Context: an optimization exercise on an open-source flow, tuned for small area. The choices shown serve that exercise and are no tape-out recipe. Function was checked by simulation only, so behaviour that the tests miss may differ from the original.

`flow/design.v`:
```
`timescale 1 ns/1 ns
module bBMU_213 (hd, Rx, c);
   output [1:0] hd;
   input  [1:0] Rx;
   input  [1:0] c;
   wire [1:0] x = Rx ^ c;
   assign hd = {x[1] & x[0], x[1] ^ x[0]};
endmodule
`timescale 1 ns/1 ns
module bACS_213 (ppm_out, Bx_out, ppm_a, hd_a, ppm_b, hd_b);
   output [3:0] ppm_out;
   output       Bx_out;
   input  [3:0] ppm_a;
   input  [1:0] hd_a;
   input  [3:0] ppm_b;
   input  [1:0] hd_b;
   function [3:0] satadd;
      input [3:0] p;
      input [1:0] h;
      reg   [3:0] c;     
      reg   [3:0] s;
      begin
         s[0] = p[0] ^ h[0];
         c[0] = p[0] & h[0];
         s[1] = p[1] ^ h[1] ^ c[0];
         c[1] = (p[1] & h[1]) | (p[1] & c[0]) | (h[1] & c[0]);
         s[2] = p[2] ^ c[1];
         c[2] = p[2] & c[1];
         s[3] = p[3] ^ c[2];
         c[3] = p[3] & c[2];
         satadd = s | {4{c[3]}};
      end
   endfunction
   function gt4;
      input [3:0] a;
      input [3:0] b;
      begin
         gt4 = (a[3] & ~b[3]) |
               (~(a[3] ^ b[3]) & ((a[2] & ~b[2]) |
               (~(a[2] ^ b[2]) & ((a[1] & ~b[1]) |
               (~(a[1] ^ b[1]) & (a[0] & ~b[0]))))));
      end
   endfunction
   wire [3:0] sa = satadd(ppm_a, hd_a);
   wire [3:0] sb = satadd(ppm_b, hd_b);
   assign Bx_out  = gt4(sa, sb);
   assign ppm_out = Bx_out ? sb : sa;
endmodule
`timescale 1 ns/1 ns
module bACSU_213 (m_out, d_out, up, lo, Rx);
   output [15:0] m_out;    
   output [3:0]  d_out;    
   input  [7:0]  up;       
   input  [7:0]  lo;       
   input  [1:0]  Rx;
   localparam [7:0] CA = {2'b10,2'b01,2'b11,2'b00};
   localparam [7:0] CB = {2'b01,2'b10,2'b00,2'b11};
   genvar s;
   generate
      for (s = 0; s < 4; s = s + 1) begin : g
         wire [1:0] hda, hdb;
         bBMU_213 BA (.hd(hda), .Rx(Rx), .c(CA[2*s+1:2*s]));
         bBMU_213 BB (.hd(hdb), .Rx(Rx), .c(CB[2*s+1:2*s]));
         bACS_213 ACS (.ppm_out(m_out[4*s+3:4*s]), .Bx_out(d_out[s]),
                       .ppm_a(up[4*(s/2)+3:4*(s/2)]), .hd_a(hda),
                       .ppm_b(lo[4*(s/2)+3:4*(s/2)]), .hd_b(hdb));
      end
   endgenerate
endmodule
`timescale 1 ns/1 ns
module bTBDECISION_213 (best_state, m);
   output [2:0]  best_state;
   input  [31:0] m;       
   wire [7:0] m3, m2, m1, m0;
   genvar i;
   generate
      for (i = 0; i < 8; i = i + 1) begin : g
         assign m3[i] = m[4*i+3];
         assign m2[i] = m[4*i+2];
         assign m1[i] = m[4*i+1];
         assign m0[i] = m[4*i];
      end
   endgenerate
   wire       a3 = ~&m3;
   wire [7:0] c3 = ~(m3 & {8{a3}});
   wire       a2 = |(c3 & ~m2);
   wire [7:0] c2 = c3 & ~(m2 & {8{a2}});
   wire       a1 = |(c2 & ~m1);
   wire [7:0] c1 = c2 & ~(m1 & {8{a1}});
   wire       a0 = |(c1 & ~m0);
   wire [7:0] c  = c1 & ~(m0 & {8{a0}});
   assign best_state[2] = ~(c[0] | c[1] | c[2] | c[3]);
   assign best_state[1] = ~(c[0] | c[1]) & (c[2] | c[3] | ~(c[4] | c[5]));
   assign best_state[0] = ~c[0] & (c[1] | ~c[2] & (c[3] | ~c[4] & (c[5] | ~c[6])));
endmodule
`timescale 1 ns/1 ns
module bSYNCERR_213 (error);
   output error;
   assign error = 1'b0;
endmodule
`timescale 1 ns/1 ns
module bCONTROL_213 (Dx, oe, Rx, seq_ready, reset, clock);
   output Dx;
   output oe;
   input [1:0] Rx;
   input       seq_ready;
   input       reset;
   input       clock;
   localparam [2:0] IDLE = 3'd0, LOAD = 3'd1, ADD = 3'd2, WRITE = 3'd3,
                    TRACE = 3'd4;
   reg [2:0]  state;
   reg [3:0]  cnt;             
   reg [4:0]  symbol_count;
   reg        oe;
   reg [2:0]  tb_reg;
   reg [3:0]  XA, XB, YA, YB, O1, O2, O3, O4;    
   reg [15:0] P [0:7];         
   wire [15:0] m_new;
   wire [3:0]  dec;
   wire [2:0]  min_state;
   reg  [1:0]  Rx_q;           
   wire        stage = (state == ADD);      
   wire        half  = (state == WRITE);    
   bACSU_213 ACSU (.m_out(m_new), .d_out(dec), .up({XB, XA}), .lo({YB, YA}),
                   .Rx(half ? ~Rx_q : Rx));
   bTBDECISION_213 TB (.best_state(min_state),
                       .m({O4, O3, YB, YA, O2, O1, XB, XA}));
   assign Dx = oe & tb_reg[0];
   always @(posedge clock)
      Rx_q <= Rx;
   always @(posedge clock)
     if (state == IDLE) begin
        XA <= 4'd0;  XB <= 4'd15; O1 <= 4'd15; O2 <= 4'd15;
        YA <= 4'd15; YB <= 4'd15; O3 <= 4'd15; O4 <= 4'd15;
     end else if (stage || half) begin
        XA <= O1;
        XB <= O2;
        YA <= stage ? O3 : m_new[3:0];
        YB <= stage ? O4 : m_new[7:4];
        O1 <= stage ? m_new[3:0] : O3;
        O2 <= stage ? m_new[7:4] : O4;
        O3 <= m_new[11:8];
        O4 <= m_new[15:12];
     end
   integer i;
   always @(posedge clock) begin
      for (i = 0; i < 4; i = i + 1)
        P[i] <= {stage ? dec[i] : P[i][0], P[i][15:1]};
      for (i = 0; i < 4; i = i + 1)
        P[i+4] <= {P[i+4][0], half ? dec[i] : P[i+4][15], P[i+4][14:1]};
   end
   wire [15:0] row = P[tb_reg];
   reg         tbit;
   always @(*)
     case (cnt[1:0])
       2'd0: tbit = row[1];
       2'd1: tbit = row[13];
       2'd2: tbit = row[9];
       default: tbit = row[5];
     endcase
   always @(posedge clock)
     if (stage)
       tb_reg <= min_state;
     else if (state == TRACE && cnt >= 2 && cnt <= 14)
       tb_reg <= {tbit, tb_reg[2:1]};
   always @(posedge clock or posedge reset)
     if (reset) begin
        state        <= IDLE;
        cnt          <= 0;
        symbol_count <= 0;
        oe           <= 0;
     end else begin
        oe <= 0;
        case (state)
          IDLE:  if (seq_ready) state <= LOAD;
          LOAD:  state <= ADD;
          ADD:   state <= WRITE;
          WRITE: if (symbol_count != 0 || cnt == 15-1) begin
                    cnt   <= 0;
                    state <= TRACE;
                 end else begin
                    cnt   <= cnt + 1'b1;
                    state <= LOAD;
                 end
          TRACE: begin
                    cnt <= cnt + 1'b1;
                    if (cnt == 4'd15) begin
                       if (symbol_count <= 15 + 3) begin
                          oe <= 1;
                          symbol_count <= symbol_count + 1'b1;
                          state <= LOAD;
                       end else if (symbol_count < 20 + 3) begin
                          oe <= 1;
                          symbol_count <= symbol_count + 1'b1;
                       end else
                          state <= IDLE;
                    end
                 end
          default: state <= IDLE;
        endcase
     end
endmodule
`timescale 1 ns/1 ns
module bVITERBI_213 (Dx,            
                     oe,            
                     sync_error,    
                     Rx,            
                     seq_ready,     
                     clock,
                     reset);
   output [1-1:0] Dx;
   output          oe;
   output          sync_error;
   input [2-1:0]  Rx;
   input           seq_ready;
   input           reset;
   input           clock;
   bCONTROL_213 U3 (.Dx(Dx), .oe(oe), .Rx(Rx), .seq_ready(seq_ready),
                    .reset(reset), .clock(clock));
   bSYNCERR_213 SE (.error(sync_error));
endmodule
```
`flow/flow/run.sh`:
```
#!/bin/bash
# Layout flow: the standard flow (standard.sh), with a different ABC
# mapping script for the synthesis step and without Yosys's full/half-adder
# extraction, so that ABC maps the whole combinational logic itself.
# The clock tree is built without dummy loads, and the port buffers are
# the smallest buffer cell.
# Registers, their names and cell types are those of the standard synthesis.
set -e
cd "$(dirname "$0")/.."
WORK=$PWD
cp standard.sh flow_standard.sh.txt
rm -rf myscripts
cp -r "$FLOW_HOME/scripts" myscripts
cp flow/abc_area.script myscripts/abc_area.script
export SCRIPTS_DIR=$WORK/myscripts
export ADDER_MAP_FILE=
# clock tree: the standard arguments, without dummy loads on the clock nets
export CTS_ARGS="-sink_clustering_enable -repair_clock_nets -buf_list sky130_fd_sc_hd__clkbuf_8 -dont_use_dummy_load"
# port buffers: the smallest buffer cell
export BUFFER_PORTS_ARGS="-buffer_cell sky130_fd_sc_hd__buf_1"
bash standard.sh > standard.log 2>&1
```
`flow/flow/abc_area.script`:
```
strash
dch -f
amap
```
`flow/standard.sh`:
```
#!/bin/bash
# synth_recipe.tcl (not shown) runs the flow's synth.tcl, then flattens the netlist and writes it again
# the make line also repeats each setting of config.mk as NAME=value (left out here)
make -C /OpenROAD-flow-scripts/flow DESIGN_CONFIG=/design/flow/config.mk WORK_HOME=/design/flow/orfs CLKGATE_MAP_FILE= SYNTH_SCRIPT=/design/flow/synth_recipe.tcl "${@:-finish}"
```
`flow/config.mk`:
```
export PLATFORM = sky130hd
export DESIGN_NAME = bVITERBI_213
export DESIGN_NICKNAME = bVITERBI_213
export VERILOG_FILES = /design/flow/design.v
export SDC_FILE = /design/flow/constraint.sdc
export NUM_CORES = 4
export LEC_CHECK = 0
export ABC_AREA = 1
export CAP_MARGIN = 0
export CORE_MARGIN = 2
export CORE_UTILIZATION = 50
export CTS_BUF_LIST = sky130_fd_sc_hd__clkbuf_8
export SLEW_MARGIN = 0
```
`flow/constraint.sdc`:
```
create_clock -name core_clock -period 12.0 [get_ports {clock}]
set_input_delay 2.4000 -clock core_clock [delete_from_list [all_inputs] [get_ports {clock}]]
set_output_delay 2.4000 -clock core_clock [all_outputs]
set_load 0.01 [all_outputs]
```
==> impl_metrics.json, run 1 <==
{
  "tns_ns": 0,
  "mostFrequentLayoutCell": "dfxtp_1",
  "io_pins": 8,
  "via_count": 4385,
  "place_hpwl_mm": 9.05,
  "final_util": 0.547,
  "fin_crit_ns": 5.45,
  "cts_htree_levels": 4,
  "portBuffers": 6,
  "endpoint_kind": "register",
  "grt_pass1_vias": 4115,
  "multi_input_area_um2": 1890,
  "synth_top_flop_cell": "dfxtp_1",
  "slew_headroom": 0.163,
  "cp_data_required_time_ns": 12.37,
  "drv_cap": 0,
  "postCtsResizedCells": 0,
  "synth_edf_count": 3,
  "hold_ws_ns": 0.310,
  "dp.cells": 744,
  "largest_reg_flops": 128,
  "seq_area_um2": 3660,
  "clkTransAtPathRegs_ns": 0.09,
  "clock-sinks": 178,
  "hp-class": "reg2reg",
  "finalCritPeriodShare": 0.454,
  "place_congestion": 0.947,
  "ys_warn_count": 3,
  "wl_per_cell_um": 16.6,
  "start_util": 0.509,
  "crit_path_max_fanout": 6,
  "grt-ovfl-total": 0,
  "synthCells": 594,
  "syn_to_final_growth_pct": 7.66,
  "grt_antenna_before_repair": 0,
  "grt_max_degree": 31,
  "seq_area_frac_synth": 0.633,
  "drv_slew": 0,
  "grt_pass1_wl_mm": 21.0,
  "num_antenna_cells": 0,
  "status": "complete, no violations",
  "cts_buffers": 17,
  "synthArstFlopShare": 0.0730,
  "top_regs": "U3.P (128), U3.symbol_count (5)",
  "fin_worst_skew_ns": 0.0286,
  "first_pass_iters": 5,
  "mostFrequentLayoutCells": "dfxtp_1, nor2_1, clkinv_1",
  "final_cell_count_no_fill": 761,
  "holdBufCountCts": 0,
  "worst_ep_arrival_time_ns": 5.81,
  "design.die.area_um2": 12400,
  "grt.total_usage": 0.216,
  "routed_via_density": 5.76,
  "netlist-cell-type-count": 36,
  "finalNetCount": 625,
  "drc": 0,
  "drive_above_1_share": 0.0307,
  "worstMarginPinSlew_ns": 1.24,
  "clkLatencyLatePin_ns": 0.44,
  "rsz0062_at_grt": "no",
  "synth-seq-cells": 178,
  "cts_setup_buffers": 0,
  "avgSynthCellArea_um2": 9.73,
  "ant_nets": 0,
  "critical_path_class": "in2reg",
  "synth_nets": 599,
  "top_register": "U3.P",
  "cts_tree": "built",
  "drtIter0Drc": 360,
  "fill_cells": 1005,
  "finalSetupViolations": 0,
  "finalHoldViolCount": 0,
  "totalWireLength_mm": 12.6,
  "fp.dieH_um": 112,
  "syn_area_um2": 5780,
  "core_um2": 11400,
  "clockBufferDepth": 2,
  "fmax_mhz": 184,
  "crit_path_start_kind": "input pin",
  "die_width_um": 112,
  "rows": 39,
  "cts-root-buf": "clkbuf_8"
}
[critical path, cell delays in order]
cell and delay [ns]:
buf_1 0.08, nand2_1 0.05, o21ai_0 0.16, clkinv_1 0.16, nor2_1 0.28, nor2_1 0.18, nor2b_1 0.26, nor2_1 0.09
nor2_1 0.19, nand2_1 0.13, nor2_1 0.25, nor2_1 0.11, o32a_1 0.30, nor2_1 0.09, a21oi_1 0.05, o32ai_1 0.41
clkinv_1 0.28, o22ai_1 0.20, o22a_1 0.14
[synthesized netlist by cell type, types with 2 or more instances]
cell type	number	area [um2]
a21oi_1	32	160
o32ai_1	4	35.0
dfxtp_1	162	3240
o31ai_1	2	15.0
nor3_1	20	100
o22ai_1	32	200
or2_0	2	12.5
a22oi_1	12	90.1
a21o_1	2	15.0
nand4_1	2	12.5
clkinv_1	61	229
a311oi_1	2	17.5
nor2_1	94	353
nand3_1	5	25.0
a22o_1	2	17.5
nor4_1	2	12.5
a211oi_1	2	15.0
nor2b_1	4	25.0
o21ai_0	50	250
o221ai_1	17	149
a222oi_1	5	50.1
nand2_1	42	158
o22a_1	11	96.3
dfrtp_1	13	325
edfxtp_1	3	90.1
[path summary, 6_finish.rpt]
kind                              from           to  slack (ns)  cells after the start
hold / removal              U3.P[3][6]   U3.P[3][5]        0.31                      0
setup / recovery                 Rx[1]     U3.O3[0]        6.55                     19
hold reg to reg             U3.P[3][6]   U3.P[3][5]        0.31                      0
max in group asynchronous        reset  U3.state[1]        9.85                      2
setup reg to reg           U3.state[1]     U3.O3[0]        7.15                     20
min in group asynchronous        reset        U3.oe        1.89                      2
[routing by layer]
metal	GRT usage	share of wire	vias to the layer above	wire length, um
met3	0.0588	0.066	16	836
li1	-	-	2148	-
met5	0	0	-	0
met2	0.308	0.42	128	5240
met4	0.0691	0.014	0	178
met1	0.319	0.50	2093	6350
[cell families (layout without fill, tap and decap cells)]
logic type	after synthesis	in the layout	share of synthesized area
buf+inv	62	86	0.0409
compound gates	180	180	0.203
other cells	1	1	0.000649
flops	178	178	0.633
simple gates	173	173	0.123
[through the flow]
stage | instance area [um2] | setup slack, ns
global route | 6220 | 6.11
CTS | 6220 | 6.65
global placement | 5990 | 6.27
finish | 6220 | 6.55
detailed placement | 5990 | 6.19
floorplan | 5780 | 7.01
[final cells by class]
class,count,area share
Clock buffer,17,0.0376
Tap cell,143,0.0287
Inverter,61,0.0368
Sequential cell,178,0.588
Multi-Input combinational cell,354,0.303
Timing Repair Buffer,8,0.00603
==> run 2: changes to the inputs <==
--- a/flow/design.v
+++ b/flow/design.v
@@ -116,3 +116,3 @@
    reg [3:0]  XA, XB, YA, YB, O1, O2, O3, O4;    
-   reg [15:0] P [0:7];         
+   reg [15:0] P [0:6];         
    wire [15:0] m_new;
@@ -144,18 +144,28 @@
      end
+   wire       p1 = ^Rx;              
+   wire       p2 = ^Rx_q;            
+   wire [2:0] enc1 = p1 ? {dec[3], dec[2], dec[0]} : {dec[1], dec[0], dec[2]};
+   wire [2:0] enc2 = p2 ? {dec[3], dec[2], dec[0]} : {dec[1], dec[0], dec[2]};
    integer i;
    always @(posedge clock) begin
-      for (i = 0; i < 4; i = i + 1)
-        P[i] <= {stage ? dec[i] : P[i][0], P[i][15:1]};
-      for (i = 0; i < 4; i = i + 1)
-        P[i+4] <= {P[i+4][0], half ? dec[i] : P[i+4][15], P[i+4][14:1]};
+      for (i = 0; i < 3; i = i + 1) begin
+        P[i]   <= {stage ? enc1[i] : P[i][0], P[i][15:1]};
+        P[i+3] <= {P[i+3][0], half ? enc2[i] : P[i+3][15], P[i+3][14:1]};
+      end
+      P[6] <= {stage ? p1 : P[6][0], P[6][15:1]};
    end
-   wire [15:0] row = P[tb_reg];
-   reg         tbit;
+   reg [6:0] col;
+   integer k;
    always @(*)
-     case (cnt[1:0])
-       2'd0: tbit = row[1];
-       2'd1: tbit = row[13];
-       2'd2: tbit = row[9];
-       default: tbit = row[5];
-     endcase
+     for (k = 0; k < 7; k = k + 1)
+       case (cnt[1:0])
+         2'd0: col[k] = P[k][1];
+         2'd1: col[k] = P[k][13];
+         2'd2: col[k] = P[k][9];
+         default: col[k] = P[k][5];
+       endcase
+   wire cE = tb_reg[2] ? col[3] : col[0];
+   wire cF = tb_reg[2] ? (tb_reg[0] ? col[5] : col[4])
+                       : (tb_reg[0] ? col[2] : col[1]);
+   wire tbit = (tb_reg[1] ^ col[6]) ? cE : cF;
    always @(posedge clock)
--- a/flow/flow/run.sh
+++ b/flow/flow/run.sh
@@ -17,3 +17,3 @@
 # clock tree: the standard arguments, without dummy loads on the clock nets
-export CTS_ARGS="-sink_clustering_enable -repair_clock_nets -buf_list sky130_fd_sc_hd__clkbuf_8 -dont_use_dummy_load"
+export CTS_ARGS="-sink_clustering_enable -repair_clock_nets -buf_list sky130_fd_sc_hd__clkbuf_16 -dont_use_dummy_load"
 # port buffers: the smallest buffer cell
==> run 2 against run 1 <==
Flip-flop and latch count fell by 16. Final cell count shrank 0.92%. Via count decreased by 2.9%. Die area shrank 4.7%. Highest routed layer unchanged.
==> impl_metrics.json, run 2 <==
{
  "status": "complete, no violations",
  "cts_tree": "built",
  "ys_warn_count": 3,
  "die_width_um": 109,
  "design.die.area_um2": 11900,
  "largest_reg_flops": 112,
  "via_count": 4259,
  "grt_antenna_before_repair": 0,
  "synth_edf_count": 3,
  "totalWireLength_mm": 13.3,
  "clkTransAtPathRegs_ns": 0.06,
  "worstMarginPinSlew_ns": 1.09,
  "synth_nets": 595,
  "grt_pass1_vias": 4077,
  "use_met3": 0.0687,
  "grt.total_usage": 0.243,
  "num_antenna_cells": 0,
  "slew_headroom": 0.268,
  "cts_buffers": 17,
  "cp_data_required_time_ns": 12.29,
  "rsz0062_at_grt": "no",
  "critical_path_class": "in2reg",
  "synth-seq-cells": 162,
  "holdBufCountCts": 0,
  "first_pass_iters": 5,
  "fin_worst_skew_ns": 0.0167,
  "grt-ovfl-total": 0,
  "grt_max_degree": 21,
  "clock-sinks": 162,
  "cts_setup_buffers": 0,
  "drv_slew": 0,
  "place_hpwl_mm": 9.54,
  "routed_via_density": 5.65,
  "io_pins": 8,
  "tns_ns": 0,
  "mostFrequentLayoutCells": "dfxtp_1, nor2_1, clkinv_1",
  "cts-root-buf": "clkbuf_16",
  "final_cell_count_no_fill": 754,
  "grtUsageMet2": 0.382,
  "endpoint_kind": "register",
  "grt_pass1_wl_mm": 21.1,
  "finalNetCount": 621,
  "seq_area_frac_synth": 0.607,
  "wl_per_cell_um": 17.6,
  "fmax_mhz": 173,
  "fp.dieH_um": 109,
  "place_congestion": 0.999,
  "clkLatencyLatePin_ns": 0.42,
  "drive_above_1_share": 0.0309,
  "top_register": "U3.P",
  "postCtsResizedCells": 0,
  "synth_top_area_frac": 0.531,
  "syn_area_um2": 5500,
  "fill_cells": 921,
  "synthArstFlopShare": 0.0802,
  "worst_ep_arrival_time_ns": 6.07,
  "top_regs": "U3.P (112), U3.symbol_count (5)",
  "start_util": 0.510,
  "synth_top_cell_by_area": "dfxtp_1",
  "finalCritPeriodShare": 0.482,
  "crit_path_max_fanout": 7,
  "grt_use_met1": 0.313,
  "mostFrequentLayoutCell": "dfxtp_1",
  "fin_crit_ns": 5.78,
  "crit_path_start_kind": "input pin",
  "netlist-cell-type-count": 35,
  "portBuffers": 6,
  "core_um2": 10800,
  "synthCells": 590,
  "synth_top_flop_cell": "dfxtp_1",
  "finalSetupViolations": 0,
  "rows": 38,
  "netlist_top_cells_area": "dfxtp_1, dfrtp_1, nor2_1",
  "hp-class": "reg2reg",
  "ant_nets": 0,
  "drc": 0,
  "clockBufferDepth": 2,
  "drv_cap": 0,
  "syn_to_final_growth_pct": 11.5,
  "busiest_layer": "met2",
  "yosys.cell_count.top_type": "dfxtp_1",
  "dp.cells": 737,
  "cts_htree_levels": 4,
  "avgSynthCellArea_um2": 9.32,
  "yosys-top-cells-count": "dfxtp_1, nor2_1, clkinv_1, a21oi_1, nand2_1",
  "drtIter0Drc": 390,
  "finalHoldViolCount": 0
}
## run 2: changes by cell type after synthesis, sizes merged, moves of 3 or more
| cell | delta |
|---|---|
| a222oi | +3 |
| o22ai | +4 |
| o21ai | -5 |
| nor2 | -8 |
| nor3 | -8 |
| a21oi | +28 |
| nand2 | +6 |
| dfxtp | -16 |
| nor2b | +4 |
| o221ai | -11 |
## run 2: cell type report
class / instances / area (um2) / share of cell area
Clock buffer: 17 / 425 / 0.0694
Inverter: 63 / 236 / 0.0386
Multi-Input combinational cell: 364 / 1920 / 0.313
Sequential cell: 162 / 3340 / 0.544
Tap cell: 140 / 175 / 0.0286
Timing Repair Buffer: 8 / 37.5 / 0.00612
## run 2: path summary, 6_finish.rpt
| kind | startpoint | cells past startpoint | slack [ns] | end |
|---|---|---|---|---|
| max in group asynchronous | reset | 2 | 9.84 | U3.cnt[0] |
| worst max register to register | U3.state[1] | 21 | 6.27 | U3.P[1][15] |
| worst min-delay path | U3.P[1][8] | 0 | 0.31 | U3.P[1][7] |
| worst max-delay path | Rx[0] | 18 | 6.22 | U3.P[1][15] |
| worst min register to register | U3.P[1][8] | 0 | 0.31 | U3.P[1][7] |
| min in group asynchronous | reset | 2 | 1.91 | U3.cnt[2] |
## run 2: kinds of logic after synthesis
logic type,share of synthesized area
buffers and inverters,0.0444
other,0.000682
AOI/OAI and AO/OA,0.225
DFF,0.607
and+or+nand+nor,0.123
## run 2: critical path, cell delays in order
cell,delay [ns]
buf_1,0.12
clkinv_1,0.09
o22ai_1,0.26
clkinv_1,0.14
nor2_1,0.23
nor2_1,0.19
nor2b_1,0.33
nor2_1,0.14
nor3_1,0.42
nand2_1,0.17
o21ai_0,0.15
o22ai_1,0.13
a21oi_1,0.15
a21oi_1,0.05
o22ai_1,0.44
clkinv_1,0.27
a222oi_1,0.28
clkinv_1,0.10
## run 2: routing by layer
layer | share of wire | up-vias | routed length [um]
met1 | 0.48 | 1991 | 6310
met2 | 0.45 | 109 | 5980
met3 | 0.049 | 30 | 652
met4 | 0.024 | 0 | 324
li1 | - | 2129 | -
met5 | 0 | - | 0
## run 2: per-stage QoR
step / setup slack (ns) / util / instance area, um2 / hold slack, ns
final: 6.22 / 0.568 / 6130 / 0.309
after global routing: 5.56 / 0.568 / 6130 / 0.322
after CTS: 6.26 / 0.568 / 6130 / 0.312
after detailed placement: 5.85 / 0.529 / 5710 / 0.312
after global placement: 5.91 / 0.529 / 5710 / 0.310
after floorplan: 6.69 / - / 5500 / 0.310
==> run 3: changes to the inputs <==
--- a/flow/flow/run.sh
+++ b/flow/flow/run.sh
@@ -17,3 +17,3 @@
 # clock tree: the standard arguments, without dummy loads on the clock nets
-export CTS_ARGS="-sink_clustering_enable -repair_clock_nets -buf_list sky130_fd_sc_hd__clkbuf_16 -dont_use_dummy_load"
+export CTS_ARGS="-sink_clustering_enable -repair_clock_nets -buf_list \"sky130_fd_sc_hd__clkbuf_8 sky130_fd_sc_hd__clkbuf_16\" -dont_use_dummy_load"
 # port buffers: the smallest buffer cell
==> run 3 against run 2 <==
Synthesized cell count unchanged. Global-route usage unchanged. Die area unchanged. Critical path depth increased by 3.
==> impl_metrics.json, run 3 <==
{
  "rsz0062_at_grt": "no",
  "design.die.area_um2": 11900,
  "syn_to_final_growth_pct": 11.3,
  "crit_path_start_kind": "register",
  "start_util": 0.510,
  "cts-root-buf": "clkbuf_8",
  "crit_chain": "clkinv_1 > nor2_1 > buf_4 > nand2_1 > clkinv_1 > o22ai_1 > clkinv_1 > nor2_1 > nor2_1 > nor2b_1 > nor2_1 > nor3_1 > nand2_1 > o21ai_0 > o22ai_1 > a21oi_1 > a21oi_1 > o22ai_1 > clkinv_1 > a222oi_1 > clkinv_1",
  "cp_data_required_time_ns": 12.40,
  "clkTransAtPathRegs_ns": 0.06,
  "yosys-top-cells-count": "dfxtp_1, nor2_1, clkinv_1, a21oi_1, nand2_1",
  "io_pins": 8,
  "ant_nets": 0,
  "portBuffers": 6,
  "routed_via_density": 5.67,
  "grt.total_usage": 0.243,
  "syn_area_um2": 5500,
  "grt_antenna_before_repair": 0,
  "largest_reg_flops": 112,
  "cts_htree_levels": 4,
  "finalNetCount": 621,
  "clock-sinks": 162,
  "path_common_cell": "clkinv_1",
  "fp.dieH_um": 109,
  "hp-class": "reg2reg",
  "fmax_mhz": 173,
  "tns_ns": 0,
  "fill_cells": 922,
  "synth_top_area_frac": 0.531,
  "worstMarginPinSlew_ns": 1.09,
  "synthArstFlopShare": 0.0802,
  "place_congestion": 0.999,
  "avgSynthCellArea_um2": 9.32,
  "grt-ovfl-total": 0,
  "mostFrequentLayoutCell": "dfxtp_1",
  "synthCells": 590,
  "critPathSlowestCell": "clkinv_1",
  "place_hpwl_mm": 9.54,
  "crit_path_max_fanout": 20,
  "fin_worst_skew_ns": 0.0186,
  "worst_ep_arrival_time_ns": 6.16,
  "finalSetupViolations": 0,
  "top_register": "U3.P",
  "core_um2": 10800,
  "clockBufferDepth": 2,
  "die_width_um": 109,
  "slowest_delay_ns": 0.67,
  "cts_setup_buffers": 0,
  "synth_top_flop_cell": "dfxtp_1",
  "slew_headroom": 0.267,
  "cts_buffers": 17,
  "drive_above_1_share": 0.0309,
  "netlist-cell-type-count": 35,
  "rows": 38,
  "synth_top_cell_by_area": "dfxtp_1",
  "ys_warn_count": 3,
  "num_antenna_cells": 0,
  "r2r_slack_ns": 6.24,
  "fin_crit_ns": 5.77,
  "endpoint_kind": "register",
  "synth_edf_count": 3,
  "totalWireLength_mm": 13.3,
  "wl_per_cell_um": 17.6,
  "drv_cap": 0,
  "synth-seq-cells": 162,
  "grt_pass1_vias": 4077,
  "mostFrequentLayoutCells": "dfxtp_1, nor2_1, clkinv_1",
  "netlist_top_cells_area": "dfxtp_1, dfrtp_1, nor2_1",
  "drtIter0Drc": 384,
  "finalCritPeriodShare": 0.480,
  "seq_area_frac_synth": 0.607,
  "yosys.cell_count.top_type": "dfxtp_1",
  "critical_path_class": "reg2reg",
  "holdBufCountCts": 0,
  "grt_max_degree": 21,
  "first_pass_iters": 5,
  "drv_slew": 0,
  "cts_tree": "built",
  "via_count": 4273,
  "postCtsResizedCells": 0,
  "drc": 0,
  "top_regs": "U3.P (112), U3.symbol_count (5)",
  "finalHoldViolCount": 0,
  "clkLatencyLatePin_ns": 0.53,
  "status": "complete, no violations",
  "synth_nets": 595,
  "grt_pass1_wl_mm": 21.1
}
-- run 3: cell counts after synthesis --
No cell type changed its count.
-- run 3: routing by layer --
layer | up-vias | part of all wire | GRT usage
li1 | 2129 | - | -
met1 | 1991 | 0.48 | 0.313
met2 | 123 | 0.45 | 0.382
met3 | 30 | 0.050 | 0.0687
met4 | 0 | 0.024 | 0.103
met5 | - | 0 | 0
-- run 3: cell type report --
type	instances	area, um2	share of cell area
Sequential cell	162	3340	0.545
Clock buffer	17	414	0.0677
Inverter	63	236	0.0386
Tap cell	140	175	0.0286
Timing Repair Buffer	8	37.5	0.00613
Multi-Input combinational cell	364	1920	0.313
-- run 3: metrics by stage --
stage	setup WS [ns]	util	instances	hold slack, ns	area, um2
after detailed placement	5.85	0.529	737	0.312	5710
after global placement	5.91	0.529	737	0.310	5710
after floorplan	6.69	-	590	0.310	5500
after CTS	6.29	0.567	754	0.313	6120
after global routing	5.56	0.567	754	0.322	6120
final	6.24	0.567	754	0.310	6120
-- run 3: path summary, 6_finish.rpt --
path                       cells after the start           to   startpoint
max in group asynchronous                      2    U3.cnt[0]        reset
min in group asynchronous                      2    U3.cnt[2]        reset
hold reg to reg                                0   U3.P[1][7]   U3.P[1][8]
setup reg to reg                              21  U3.P[1][15]  U3.state[1]
hold / removal                                 0   U3.P[1][7]   U3.P[1][8]
setup / recovery                              21  U3.P[1][15]  U3.state[1]
-- run 3: kinds of logic after synthesis --
logic type             count (synthesis)  share of synthesized area
DFF                                  162                      0.607
AOI/OAI and AO/OA                    198                      0.225
and+or+nand+nor                      165                      0.123
buffers and inverters                 64                     0.0444
other                                  1                   0.000682
-- run 3: worst max-delay path: cells and delay by family, from the launching register on --
kind,cells,cell delay (ns)
and+or+nand+nor,8,2.12
AOI/OAI and AO/OA,7,1.67
buffers and inverters,6,1.47
DFF,1,0.37
==> run 4: changes to the inputs <==
--- a/flow/flow/run.sh
+++ b/flow/flow/run.sh
@@ -17,3 +17,3 @@
 # clock tree: the standard arguments, without dummy loads on the clock nets
-export CTS_ARGS="-sink_clustering_enable -repair_clock_nets -buf_list \"sky130_fd_sc_hd__clkbuf_8 sky130_fd_sc_hd__clkbuf_16\" -dont_use_dummy_load"
+export CTS_ARGS="-sink_clustering_enable -repair_clock_nets -buf_list sky130_fd_sc_hd__clkbuf_8 -dont_use_dummy_load"
 # port buffers: the smallest buffer cell
==> run 4 against run 3 <==
Still clean. Register-to-register slack got worse by 0.05 ns. Synthesized area unchanged. Wire length decreased by 0.99%. Flip-flop and latch count unchanged. Sequential share of layout area increased by 1.7 points. Worst setup slack got worse by 0.054 ns. Design area decreased by 2.9%. Critical endpoint is now U3.P[4][14]. Largest cell class unchanged.
==> impl_metrics.json, run 4 <==
{
  "status": "complete, no violations",
  "num_antenna_cells": 0,
  "fin_crit_ns": 5.82,
  "slew_headroom": 0.274,
  "io_pins": 8,
  "netlist_top_cells_area": "dfxtp_1, dfrtp_1, nor2_1",
  "largest_reg_flops": 112,
  "top_register": "U3.P",
  "rows": 38,
  "worstMarginPinSlew_ns": 1.08,
  "place_hpwl_mm": 9.54,
  "drtIter0Drc": 382,
  "cp_data_required_time_ns": 12.27,
  "synthArstFlopShare": 0.0802,
  "cts_htree_levels": 4,
  "holdBufCountCts": 0,
  "ys_warn_count": 3,
  "drv_slew": 0,
  "clkTransAtPathRegs_ns": 0.08,
  "finalSetupViolations": 0,
  "routed_via_density": 5.66,
  "start_util": 0.510,
  "synth_top_area_frac": 0.531,
  "mostFrequentLayoutCell": "dfxtp_1",
  "cts_buffers": 17,
  "ant_nets": 0,
  "totalWireLength_mm": 13.2,
  "netlist-cell-type-count": 35,
  "grt.total_usage": 0.240,
  "drive_above_1_share": 0.0309,
  "grt_pass1_vias": 3954,
  "path_buf_inv": 5,
  "cts_tree": "built",
  "avgSynthCellArea_um2": 9.32,
  "critical_path_class": "reg2reg",
  "die_width_um": 109,
  "synth_edf_count": 3,
  "place_congestion": 0.999,
  "grt_max_degree": 21,
  "portBuffers": 6,
  "crit_chain": "clkinv_1 > nor2_1 > buf_4 > nand2_1 > clkinv_1 > o22ai_1 > clkinv_1 > nor2_1 > nor2_1 > nor2b_1 > nor2_1 > nor3_1 > nand2_1 > o21ai_0 > o22ai_1 > a21oi_1 > a21oi_1 > o22ai_1 > clkinv_1 > a22oi_1 > o21ai_0",
  "synth_top_cell_by_area": "dfxtp_1",
  "fmax_mhz": 172,
  "yosys.cell_count.top_type": "dfxtp_1",
  "syn_area_um2": 5500,
  "first_pass_iters": 6,
  "clockBufferDepth": 2,
  "slowest_delay_ns": 0.68,
  "fp.dieH_um": 109,
  "synth_nets": 595,
  "cts_setup_buffers": 0,
  "clkLatencyLatePin_ns": 0.44,
  "critPathSlowestCell": "clkinv_1",
  "mostFrequentLayoutCells": "dfxtp_1, nor2_1, clkinv_1",
  "postCtsResizedCells": 0,
  "synth_top_flop_cell": "dfxtp_1",
  "cts-root-buf": "clkbuf_8",
  "seq_area_frac_synth": 0.607,
  "top_regs": "U3.P (112), U3.symbol_count (5)",
  "yosys-top-cells-count": "dfxtp_1, nor2_1, clkinv_1, a21oi_1, nand2_1",
  "finalNetCount": 621,
  "worst_ep_arrival_time_ns": 6.09,
  "finalHoldViolCount": 0,
  "via_count": 4268,
  "synthCells": 590,
  "grt_antenna_before_repair": 0,
  "crit_path_start_kind": "register",
  "rsz0062_at_grt": "no",
  "tns_ns": 0,
  "core_um2": 10800,
  "path_delay_family": "simple AND/OR/NAND/NOR gates",
  "design.die.area_um2": 11900,
  "wl_per_cell_um": 17.5,
  "clock-sinks": 162,
  "finalCritPeriodShare": 0.485,
  "drv_cap": 0,
  "fin_worst_skew_ns": 0.0262,
  "final_util": 0.550,
  "endpoint_kind": "register",
  "crit_path_max_fanout": 20,
  "syn_to_final_growth_pct": 7.98,
  "synth-seq-cells": 162,
  "grt_pass1_wl_mm": 21.0,
  "drc": 0,
  "grt-ovfl-total": 0,
  "hp-class": "reg2reg"
}
-- run 4: metrics by stage --
stage / instances / instance area, um2 / hold slack [ns] / setup slack, ns
after floorplan: 590 / 5500 / 0.310 / 6.69
after global placement: 737 / 5710 / 0.310 / 5.91
after detailed placement: 737 / 5710 / 0.312 / 5.85
after CTS: 754 / 5940 / 0.307 / 6.28
after global routing: 754 / 5940 / 0.317 / 5.56
final: 754 / 5940 / 0.306 / 6.18
-- run 4: metal layers --
layer	track usage	wire [um]	up-vias
met1	0.320	6300	1991
met2	0.372	5820	123
met5	0	0	-
met3	0.0634	694	28
li1	-	-	2126
met4	0.0952	340	0
-- run 4: final cells by class --
class | instances | area [um2]
well taps | 140 | 175
multi-input cells | 364 | 1920
flip-flops and latches | 162 | 3340
inverters | 63 | 236
fillers | 949 | 4850
clock buffers | 17 | 234
repair buffers | 8 | 37.5
-- run 4: worst paths after layout --
path / from / end / slack (ns) / cells past startpoint
worst max-delay path: U3.state[1] / U3.P[4][14] / 6.18 / 21
max in group asynchronous: reset / U3.cnt[1] / 9.86 / 2
min in group asynchronous: reset / U3.cnt[2] / 1.89 / 2
worst min register to register: U3.P[1][8] / U3.P[1][7] / 0.31 / 0
worst min-delay path: U3.P[1][8] / U3.P[1][7] / 0.31 / 0
worst max register to register: U3.state[1] / U3.P[4][14] / 6.18 / 21
-- run 4: kinds of logic after synthesis --
logic type / Yosys count / synth area share
AOI/OAI and AO/OA: 198 / 0.225
buffers and inverters: 64 / 0.0444
DFF: 162 / 0.607
other: 1 / 0.000682
and+or+nand+nor: 165 / 0.123

==> port drivers added, routing unchanged <==
No port has a modelled driver above. Below, the same layouts with a new extraction and two added sets of constraints. Step 1 sets driving cells, clkbuf_16 on the clock port and buf_2 on the other inputs (assumed; they add their load-dependent delay and slew). Step 2 moves the port delays by t, midway between the first and last clock arrival at a register: inputs arrive t later, outputs are due t later. That takes back most of the time a late clock gives input paths. Slacks: ideal ports / drivers / drivers and shift; pairs: ideal ports / drivers.
run	t, ns	slack for setup (ns)	worst setup path after step 2	worst register clock-pin slew, ns
run 1	0.459	6.554 / 6.565 / 6.107	input to register	0.09 / 0.09
run 2	0.449	6.219 / 6.236 / 5.787	input to register	0.06 / 0.06
run 3	0.552	6.235 / 6.235 / 5.762	input to register	0.06 / 0.06
run 4	0.466	6.181 / 6.181 / 5.747	input to register	0.08 / 0.08
After both steps every run listed still meets setup and hold. The setup slack of run 3, which loses most, moves by 0.000 ns with the drivers and by -0.473 ns with both steps.
